This is an optimization exercise on Yosys and OpenROAD, whose aim is small area, not a production implementation. The RTL was checked by simulation tests, not by an equivalence proof against the original design. The flow treats the clock pin as an ideal source, which a real chip does not have. No activity file was given, so power comes from the tool's default toggle rates.

==> module exercise2, before the edit <==
module exercise2 (
		input logic CLOCK_50_I,
		input logic[3:0] PUSH_BUTTON_I,
		input logic[17:0] SWITCH_I,
		output logic[13:0] SEVEN_SEGMENT_N_O,
		output logic[8:0] LED_GREEN_O
);
localparam logic [15:0] LO_F = 16'd25500;    
localparam logic [6:0]  LO_RESET = 7'd10;
localparam logic [15:0] HI_F = 16'd14662;    
localparam logic [5:0]  HI_RESET = 6'd1;
logic resetn;
logic [6:0] lo;
logic [5:0] hi;
logic [3:0] deb [3:0];
logic [3:0] led_green;
logic [3:0] units;
logic [2:0] tens;
logic stop_count, direction;
logic sample_tick, event_slot, lo_slot1, count_tick;
logic [3:0] press;
logic at59, at00, at_limit;
assign resetn = ~SWITCH_I[17];
assign sample_tick = (lo & 7'b0111101) == 7'b0110100;
assign event_slot  = (lo & 7'b1110101) == 7'b1010000;
assign lo_slot1    = (lo & 7'b1011101) == 7'b0010100;
assign count_tick  = lo_slot1 && ((hi & 6'b010111) == 6'b010111);
always_ff @ (posedge CLOCK_50_I or negedge resetn) begin
	if (resetn == 1'b0) begin
		lo <= LO_RESET;
		hi <= HI_RESET;
	end else begin
		lo <= {lo[5:0], LO_F[{lo[6], lo[5], lo[4], lo[1]}]};
		if (lo_slot1)
			hi <= {hi[4:0], HI_F[{hi[5], hi[4], hi[1], hi[0]}]};
	end
end
genvar gi;
generate
for (gi = 0; gi < 4; gi = gi + 1) begin : g_deb
	logic [3:0] q, n;
	logic s;
	assign q = deb[gi];
	assign s = ~PUSH_BUTTON_I[gi];
	assign n[0] = s | (q[3] & q[2] & ~(q[1] & q[0]));
	assign n[1] = s | q[0];
	assign n[2] = s | q[1];
	assign n[3] = q[2] | (s & (q[3] | q[1]));
	always_ff @ (posedge CLOCK_50_I or negedge resetn) begin
		if (resetn == 1'b0)
			deb[gi] <= 4'b0000;
		else if (sample_tick)
			deb[gi] <= n;
	end
	assign press[gi] = event_slot && (q[0] & ~q[3]);    
end
endgenerate
assign at59 = tens_is_last && units_is_last;
assign at00 = tens_is_first && units_is_first;
assign at_limit = (at59 && !direction) || (at00 && direction);
always_ff @ (posedge CLOCK_50_I or negedge resetn) begin
	if (resetn == 1'b0) begin
		led_green <= 4'h0;
		stop_count <= 1'b0;
		direction <= 1'b0;
	end else begin
		led_green <= led_green ^ press;
		if (press[0])
			stop_count <= ~stop_count;
		else if (at_limit)
			stop_count <= 1'b1;
		if (press[0] && at_limit)
			direction <= ~direction;
		if (!(at59 || at00)) begin
			if (press[2])
				direction <= 1'b1;
			else if (press[1])
				direction <= 1'b0;
		end
	end
end
logic [3:0] units_next;
logic [2:0] tens_next;
logic units_wrap, tens_wrap, units_is_first, units_is_last, tens_is_first, tens_is_last;
logic [6:0] units_seg, tens_seg;
assign units_next[0] = (~units[0]);
assign units_next[1] = (units[0] & units[1] & direction) | (~units[0] & units[1] & ~direction) | (~units[0] & ~units[1] & ~units[2] & direction) | (units[0] & ~units[1] & ~units[3] & ~direction);
assign units_next[2] = (~units[0] & units[2] & ~direction) | (units[0] & units[2] & direction) | (units[0] & ~units[1] & ~units[2] & ~direction) | (~units[0] & units[3] & direction) | (~units[0] & units[1] & ~units[2] & direction);
assign units_next[3] = (~units[0] & units[3] & ~direction) | (units[0] & units[3] & direction) | (~units[0] & ~units[1] & units[2] & direction) | (units[0] & units[1] & units[2] & ~direction);
assign units_wrap = (units[0] & units[3] & ~direction) | (~units[0] & ~units[1] & units[2] & direction);
assign units_seg[0] = (units[0] & ~units[1] & units[2]) | (~units[0] & ~units[1] & ~units[2] & ~units[3]);
assign units_seg[1] = (~units[0] & units[1] & units[2]) | (units[0] & ~units[1] & ~units[2] & ~units[3]);
assign units_seg[2] = (~units[0] & units[1] & ~units[2]);
assign units_seg[3] = (units[0] & units[2]) | (units[0] & units[3]) | (~units[0] & ~units[1] & ~units[2] & ~units[3]);
assign units_seg[4] = (units[0]) | (~units[1] & ~units[2] & ~units[3]);
assign units_seg[5] = (units[1] & ~units[2]) | (units[0] & units[2]);
assign units_seg[6] = (~units[1] & units[2]) | (units[0] & units[2]);
assign units_is_first = (~units[0] & ~units[1] & units[2]);
assign units_is_last = (units[0] & units[3]);
assign tens_next[0] = (~tens[0]);
assign tens_next[1] = (tens[2] & direction) | (~tens[1] & ~tens[2] & ~direction);
assign tens_next[2] = (tens[1] & ~direction) | (~tens[1] & ~tens[2] & direction);
assign tens_wrap = (~tens[0] & tens[1] & direction) | (tens[0] & ~tens[1] & ~tens[2] & ~direction);
assign tens_seg[0] = (tens[2]);
assign tens_seg[1] = (tens[0] & ~tens[1] & ~tens[2]);
assign tens_seg[2] = (~tens[0] & ~tens[1] & ~tens[2]);
assign tens_seg[3] = (tens[2]);
assign tens_seg[4] = (tens[0]) | (tens[2]);
assign tens_seg[5] = (tens[0] & tens[2]) | (tens[0] & tens[1]) | (~tens[0] & ~tens[1] & ~tens[2]);
assign tens_seg[6] = (~tens[0] & tens[1]) | (tens[0] & tens[2]);
assign tens_is_first = (~tens[0] & tens[1]);
assign tens_is_last = (tens[0] & ~tens[1] & ~tens[2]);
always_ff @ (posedge CLOCK_50_I or negedge resetn) begin
	if (resetn == 1'b0) begin
		units <= 4'd4;    
		tens <= 3'd2;     
	end else if (count_tick && !stop_count) begin
		units <= units_next;
		if (units_wrap)
			tens <= tens_next;
	end
end
assign SEVEN_SEGMENT_N_O[6:0]  = units_seg;
assign SEVEN_SEGMENT_N_O[13:7] = tens_seg;
assign LED_GREEN_O = {1'b0,
						~PUSH_BUTTON_I[3], led_green[3],
						~PUSH_BUTTON_I[2], led_green[2],
						~PUSH_BUTTON_I[1], led_green[1],
						~PUSH_BUTTON_I[0], led_green[0]};
endmodule
export LEC_CHECK = 0
export CAP_MARGIN = 20
export CORE_MARGIN = 2
export CORE_UTILIZATION = 60
export GPL_TIMING_DRIVEN = 0
export SLEW_MARGIN = 20
create_clock -name core_clock -period 5.0 [get_ports {CLOCK_50_I}]
standard.sh (not shown) runs the stock make flow with config.mk's settings and CLKGATE_MAP_FILE= SYNTH_SCRIPT=/design/flow/synth_recipe.tcl, a recipe that flattens the netlist after the stock synthesis.
==> flow/flow/run.sh <==
#!/bin/bash
# Own layout flow: the standard ORFS flow (standard.sh) with changes that
# only affect how the layout is built, not what it is measured against:
#  * synthesis is the standard one (synth_recipe.tcl: same registers, names and
#    flip-flop cells), except that adders are not pre-mapped to ha/fa cells
#    and ABC maps the combinational logic with an area script.  Each script
#    in flow/abc/ is tried (in parallel, in scratch copies of the ORFS work
#    folder) and the one giving the smallest synthesised area is used for the
#    real run;
#  * port buffers are sky130_fd_sc_hd__buf_1, and buffers from synthesis are
#    removed at floorplan (REMOVE_ABC_BUFFERS);
#  * the clock: if flow/clkbufs.txt exists ("K cell"), just before CTS the
#    clock sinks are split by position into K groups, each driven by its own
#    clock buffer at the group's centroid (flow/clkbufs.tcl), and TritonCTS
#    then has nothing left to do; otherwise CTS runs with flow/cts_args.txt.
# Each tool's full output is kept in the ORFS logs and in the *.log files here.
set -euo pipefail
W=$(pwd)
F=$W/flow
cp standard.sh flow_standard_copy.log
export OWN_FLOW_DIR=$F
export BUFFER_PORTS_ARGS="-buffer_cell sky130_fd_sc_hd__buf_1"
# drop the buffers synthesis put between ports at floorplan, as the
# timing-driven placement would otherwise do
export REMOVE_ABC_BUFFERS=1
if [[ -f $F/clkbufs.txt ]]; then
  export PRE_CTS_TCL=$F/clkbufs.tcl
  export CTS_ARGS="-sink_clustering_enable -repair_clock_nets -dont_use_dummy_load"
else
  export CTS_ARGS="$(cat $F/cts_args.txt)"
fi

# synthesis scripts: synth_recipe.tcl with ORFS's synth.tcl replaced by a copy
# whose ABC step uses the given script
make_synth() {  # name abc-script
  sed -e "s|^source \$::env(SCRIPTS_DIR)/synth_preamble.tcl|&\nset abc_args [lreplace \$abc_args 1 1 $2]|" \
      "$FLOW_HOME/scripts/synth.tcl" > "$W/own_synth_core_$1.tcl"
  sed -e "s|\$::env(SCRIPTS_DIR)/synth.tcl|$W/own_synth_core_$1.tcl|" synth_recipe.tcl > "$W/own_synth_$1.tcl"
  grep -q "$2" "$W/own_synth_core_$1.tcl"
  grep -q "own_synth_core_$1" "$W/own_synth_$1.tcl"
}

names=()
for s in "$F"/abc/*.abc; do
  n=$(basename "$s" .abc)
  names+=("$n")
  make_synth "$n" "$s"
  sed -e "s|$W/orfs|$W/try_$n|g" standard.sh > "$W/try_$n.sh"
  grep -q "try_$n" "$W/try_$n.sh"
  bash "$W/try_$n.sh" SYNTH_SCRIPT="$W/own_synth_$n.tcl" ADDER_MAP_FILE= synth > "$W/try_$n.log" 2>&1 &
done
wait
best=""
best_area=""
for n in "${names[@]}"; do
  st=$(find "$W/try_$n" -name synth_stat.txt | head -1)
  a=$(grep -m1 "Chip area for module" "$st" | awk '{print $NF}' || true)
  echo "$n $a" >> "$W/synth_choice.log"
  cp "$(find "$W/try_$n" -name 1_2_yosys.log | head -1)" "$W/try_${n}_yosys.log" || true
  if [[ -n "$a" ]] && { [[ -z "$best_area" ]] || awk -v a="$a" -v b="$best_area" 'BEGIN{exit !(a < b)}'; }; then
    best=$n; best_area=$a
  fi
done
echo "chosen $best $best_area" >> "$W/synth_choice.log"
rm -rf "$W"/try_*/
test -n "$best"
bash standard.sh SYNTH_SCRIPT="$W/own_synth_$best.tcl" ADDER_MAP_FILE= finish > "$W/flow_make.log" 2>&1
test -f out/final.def
Other scripts of this flow, unchanged in this note and not shown: flow/flow/abc/a1_base.abc, flow/flow/abc/a2_ds2.abc, flow/flow/abc/a3_mapa.abc, flow/flow/abc/a4_nfE.abc, flow/flow/abc/a5_nfp.abc, flow/flow/abc/a6_amap.abc, flow/flow/abc/a7_mapa2.abc, flow/flow/abc/a8_mapa3.abc, flow/flow/abc/a9_mapa5.abc, flow/flow/clkbufs.tcl, flow/flow/clkbufs.txt
==> next run, changes <==
--- a/flow/design.v
+++ b/flow/design.v
@@ -34,34 +34,33 @@
 		output logic[13:0] SEVEN_SEGMENT_N_O,
 		output logic[8:0] LED_GREEN_O
 );
-localparam logic [15:0] LO_F = 16'd25500;    
-localparam logic [6:0]  LO_RESET = 7'd10;
-localparam logic [15:0] HI_F = 16'd14662;    
-localparam logic [5:0]  HI_RESET = 6'd1;
+localparam logic [15:0] LO_F = 16'd40290;    
+localparam logic [5:0]  LO_RESET = 6'd34;
+localparam logic [15:0] HI_F = 16'd14790;    
+localparam logic [6:0]  HI_RESET = 7'd33;
 logic resetn;
-logic [6:0] lo;
-logic [5:0] hi;
+logic [5:0] lo;
+logic [6:0] hi;
 logic [3:0] deb [3:0];
 logic [3:0] led_green;
 logic [3:0] units;
 logic [2:0] tens;
 logic stop_count, direction;
-logic sample_tick, event_slot, lo_slot1, count_tick;
+logic sample_tick, event_slot, count_tick;
 logic [3:0] press;
 logic at59, at00, at_limit;
 assign resetn = ~SWITCH_I[17];
-assign sample_tick = (lo & 7'b0111101) == 7'b0110100;
-assign event_slot  = (lo & 7'b1110101) == 7'b1010000;
-assign lo_slot1    = (lo & 7'b1011101) == 7'b0010100;
-assign count_tick  = lo_slot1 && ((hi & 6'b010111) == 6'b010111);
+assign sample_tick = (lo & 6'b101011) == 6'b000000;
+assign event_slot  = (lo & 6'b101110) == 6'b000000;
+assign count_tick  = ((lo & 6'b111010) == 6'b000000) && ((hi & 7'b1111010) == 7'b0110000);
 always_ff @ (posedge CLOCK_50_I or negedge resetn) begin
 	if (resetn == 1'b0) begin
 		lo <= LO_RESET;
 		hi <= HI_RESET;
 	end else begin
-		lo <= {lo[5:0], LO_F[{lo[6], lo[5], lo[4], lo[1]}]};
-		if (lo_slot1)
-			hi <= {hi[4:0], HI_F[{hi[5], hi[4], hi[1], hi[0]}]};
+		lo <= {lo[4:0], LO_F[{lo[5], lo[3], lo[1], lo[0]}]};
+		if (sample_tick)
+			hi <= {hi[5:0], HI_F[{hi[6], hi[4], hi[1], hi[0]}]};
 	end
 end
 genvar gi;
@@ -71,17 +70,17 @@
 	logic s;
 	assign q = deb[gi];
 	assign s = ~PUSH_BUTTON_I[gi];
-	assign n[0] = s | (q[3] & q[2] & ~(q[1] & q[0]));
+	assign n[0] = s | (q[0] & ~q[2] & q[3]) | (~q[0] & q[1] & ~q[3]) | (~q[0] & ~q[1] & q[2] & q[3]);
 	assign n[1] = s | q[0];
 	assign n[2] = s | q[1];
-	assign n[3] = q[2] | (s & (q[3] | q[1]));
+	assign n[3] = q[2] | (s & (q[3] | q[0]));
 	always_ff @ (posedge CLOCK_50_I or negedge resetn) begin
 		if (resetn == 1'b0)
 			deb[gi] <= 4'b0000;
 		else if (sample_tick)
 			deb[gi] <= n;
 	end
-	assign press[gi] = event_slot && (q[0] & ~q[3]);    
+	assign press[gi] = event_slot && (q[0] & q[2] & ~q[3]);    
 end
 endgenerate
 assign at59 = tens_is_last && units_is_last;
Result: The new run finished clean. Sequential share of layout area drops by 1.7 points. Combinational power climbs to 7.0 times its value. Global-route usage drops by 0.28 points. Worst setup slack got worse by 0.37 ns. Core utilization climbs by 1.1 points. Final cell count climbs by roughly a tenth.

re-timing with driven ports:
How much do the figures lean on ideal ports? The routed layouts below were timed once more, with nothing changed but the port constraints.
Step 1 (the two cells are an assumption about what drives the block):
set clk [get_ports {CLOCK_50_I}]
set_driving_cell -lib_cell sky130_fd_sc_hd__clkbuf_16 $clk
set_driving_cell -lib_cell sky130_fd_sc_hd__buf_2 [delete_from_list [all_inputs] $clk]
Step 2 times the ports against the registers' clock, not the clock port: input delays grow and output delays shrink by t, the midpoint of the rising clock arrivals with the driver on.
Three values: ideal, step 1, step 2; two values: the first two.
| run | t (ns) | slack for setup (ns) | worst hold slack (ns) |
|---|---|---|---|
| the first run | 0.202 | 2.424 / 2.386 / 2.587 | 0.399 / 0.399 / 0.399 |
| the second run | 0.205 | 2.054 / 2.054 / 2.054 | 0.392 / 0.392 / 0.392 |
After both steps every run listed still meets setup and hold.
